Source: an optimization exercise on an open RTL-to-GDS flow (aim: small area). Production flows keep margins and buffers that such runs may drop.
In this exercise RTL edits were held to simulation tests only and were not proved equivalent to the original.
Power and IR drop assume default switching activity.

== build 35 ==
## ALU_DESIGN
module ALU_DESIGN #(parameter DW = 8, CW = 4)(INP_VALID,OPA,OPB,CIN,CLK,RST,CMD,CE,MODE,COUT,OFLOW,RES,G,E,L,ERR);
  input [DW-1:0] OPA,OPB;
  input CLK,RST,CE,MODE,CIN;
  input [CW-1:0] CMD;
  input [1:0] INP_VALID;
  output reg [DW:0] RES;
  output reg COUT;
  output reg OFLOW;
  output reg G;
  output reg E;
  output reg L;
  output reg ERR;
  reg [7:0] A, B;
  reg [3:0] C;
  reg VA, VB;
  reg [4:0] W;
  reg [7:0] T1, T2;
  reg TZ;
  always @(posedge CLK) begin
    if (INP_VALID[0]) A <= OPA;
    if (INP_VALID[1]) B <= OPB;
    if (|INP_VALID) C <= CMD;
    VA <= ~RST & (VA | INP_VALID[0]);
    VB <= ~RST & (VB | INP_VALID[1]);
    if (RST | (|INP_VALID)) W <= 5'd0;
    else if ((VA ^ VB) & ~W[4]) W <= W + 5'd1;
  end
  wire both = VA & VB;
  wire live = ~RST & both;
  wire upd = CE & (RST | both);
  wire [15:0] c;
  genvar k;
  generate for (k = 0; k < 16; k = k + 1) begin : dec
    assign c[k] = (C == k);
  end endgenerate
  wire pa = c[0] | c[1] | c[2] | c[3] | c[4] | c[5] | c[8] | c[9];
  wire pt = c[10];
  wire pone = c[6];
  wire qb = c[0] | c[1] | c[2] | c[3] | c[6] | c[7] | c[8];
  wire qt = c[10];
  wire qinv = c[1] | c[3] | c[5] | c[8] | c[10];
  wire ci = c[1] | (c[2] & CIN) | (c[3] & ~CIN) | c[7] | c[9] | c[10];
  wire [7:0] P = ({8{pa}} & A) | ({8{pt}} & T1) | {8{pone}};
  wire [7:0] Q = (({8{qb}} & B) | ({8{qt}} & T2)) ^ {8{qinv}};
  wire [8:0] cc;
  wire [8:0] S;
  assign cc[0] = ci;
  generate for (k = 0; k < 8; k = k + 1) begin : add
    assign S[k] = P[k] ^ Q[k] ^ cc[k];
    assign cc[k+1] = (P[k] & Q[k]) | (cc[k] & (P[k] ^ Q[k]));
  end endgenerate
  assign S[8] = cc[8] ^ (pone | qinv);
  wire F = &S[7:0];
  wire LT = S[8] & ~(~ci & F);
  wire [8:0] M;
  wire mw1;
  assign mw1 = T1[0] & T2[0];
  wire mw2;
  assign mw2 = T1[0] & T2[1];
  wire mw3;
  ...
Size: ~520 cells after synthesis.
Settings: LEC_CHECK=0, CAP_MARGIN=0, CORE_MARGIN=2, CORE_UTILIZATION=40, CTS_BUF_LIST=sky130_fd_sc_hd__clkbuf_8, CTS_CLUSTER_DIAMETER=500, CTS_CLUSTER_SIZE=64, GPL_TIMING_DRIVEN=0, SLEW_MARGIN=0; clock period 6.0 ns.
run.sh (not shown) runs the stock make flow with config.mk's settings and CLKGATE_MAP_FILE= SYNTH_SCRIPT=/design/flow/synth_recipe.tcl, a recipe that flattens the netlist after the stock synthesis.
Having completed the whole flow, build 35 delivered a layout that passed the timing, DRC and antenna checks.
> inputs changed (build 35 -> build 88)
- CTS_BUF_LIST now sky130_fd_sc_hd__clkbuf_4, was sky130_fd_sc_hd__clkbuf_8
- CTS_CLUSTER_DIAMETER now 200, was 500
- CTS_CLUSTER_SIZE now 16, was 64
Findings:
Relative to build 35, the final cell area reported for build 88 is lower. Compared with build 35, build 88 shows a final total power that is about 4.6% lower. Routed via count sits higher in build 88 than in build 35. The area added between synthesis and finish in build 88 was lower than what build 35 gave. Re register share of the cell area: build 88 is 0.18 points up on build 35. Comparing build 35 with build 88, the net count reported at finish came out essentially unchanged. Build 88: done, clean on timing, DRC and antenna. On fill cell total of the finished layout: between build 35 and build 88, it ends up higher for build 88. Comparing portion of the clock cycle consumed by the worst path in the final layout for build 35 and build 88, the smaller number came from build 35. Relative to build 35, build 88 degrades setup slack after layout.
Modified inputs, build 37 compared to build 88
- changing SLEW_MARGIN from 0 to 20
- removing CTS_BUF_LIST (formerly sky130_fd_sc_hd__clkbuf_4)
- changing CAP_MARGIN from 0 to 20
- removing CTS_CLUSTER_DIAMETER (formerly 200)
- removing GPL_TIMING_DRIVEN (formerly 0)
- removing CTS_CLUSTER_SIZE (formerly 16)
Findings:
Per the comparison of build 37 with build 88, growth of design area from synthesis to finish increased by 3.3 points relative to the old numbers, fraction of final layout cells sized beyond drive strength 1 increased by 0.90 points relative to the old numbers, final instance area increased by 2.8% relative to the old numbers, total power increased by 22% relative to the old numbers, setup slack increased by 0.020 ns relative to the old numbers.
Against build 88, build 37 comes in 0.34% higher on maximum frequency from static timing analysis.
Diff build 37..build 88 | via count | unchanged

==> re-timing with driven ports <==
How much do the figures lean on ideal ports? The routed layouts below were timed once more, with nothing changed but the port constraints.
Step 1 (the two cells are an assumption about what drives the block):
set clk [get_ports {CLK}]
set_driving_cell -lib_cell sky130_fd_sc_hd__clkbuf_16 $clk
set_driving_cell -lib_cell sky130_fd_sc_hd__buf_2 [delete_from_list [all_inputs] $clk]
Step 2 adds t to the input delays and takes it off the output delays; t is the mean of the earliest and latest rising clock arrival at the registers after step 1. Input paths then give back, and output paths get back, about the clock's delay inside the block.
Three values: ideal, step 1, step 2; two values: the first two.
run | t, ns | slack for setup (ns) | hold WS [ns] | worst slew at a driven data input, ns
build 35 | 0.385 | 0.169 / 0.183 / -0.202 | 0.509 / 0.509 / 0.509 | 0.04
build 88 | 0.452 | 0.143 / 0.154 / -0.298 | 0.515 / 0.515 / 0.515 | 0.04
build 37 | 0.365 | 0.163 / 0.179 / -0.186 | 0.501 / 0.501 / 0.501 | 0.03
With both steps, setup timing fails in every run listed, where it was met with ideal ports. The setup slack of build 88, which loses most, moves by +0.011 ns with the drivers and by -0.441 ns with both steps.
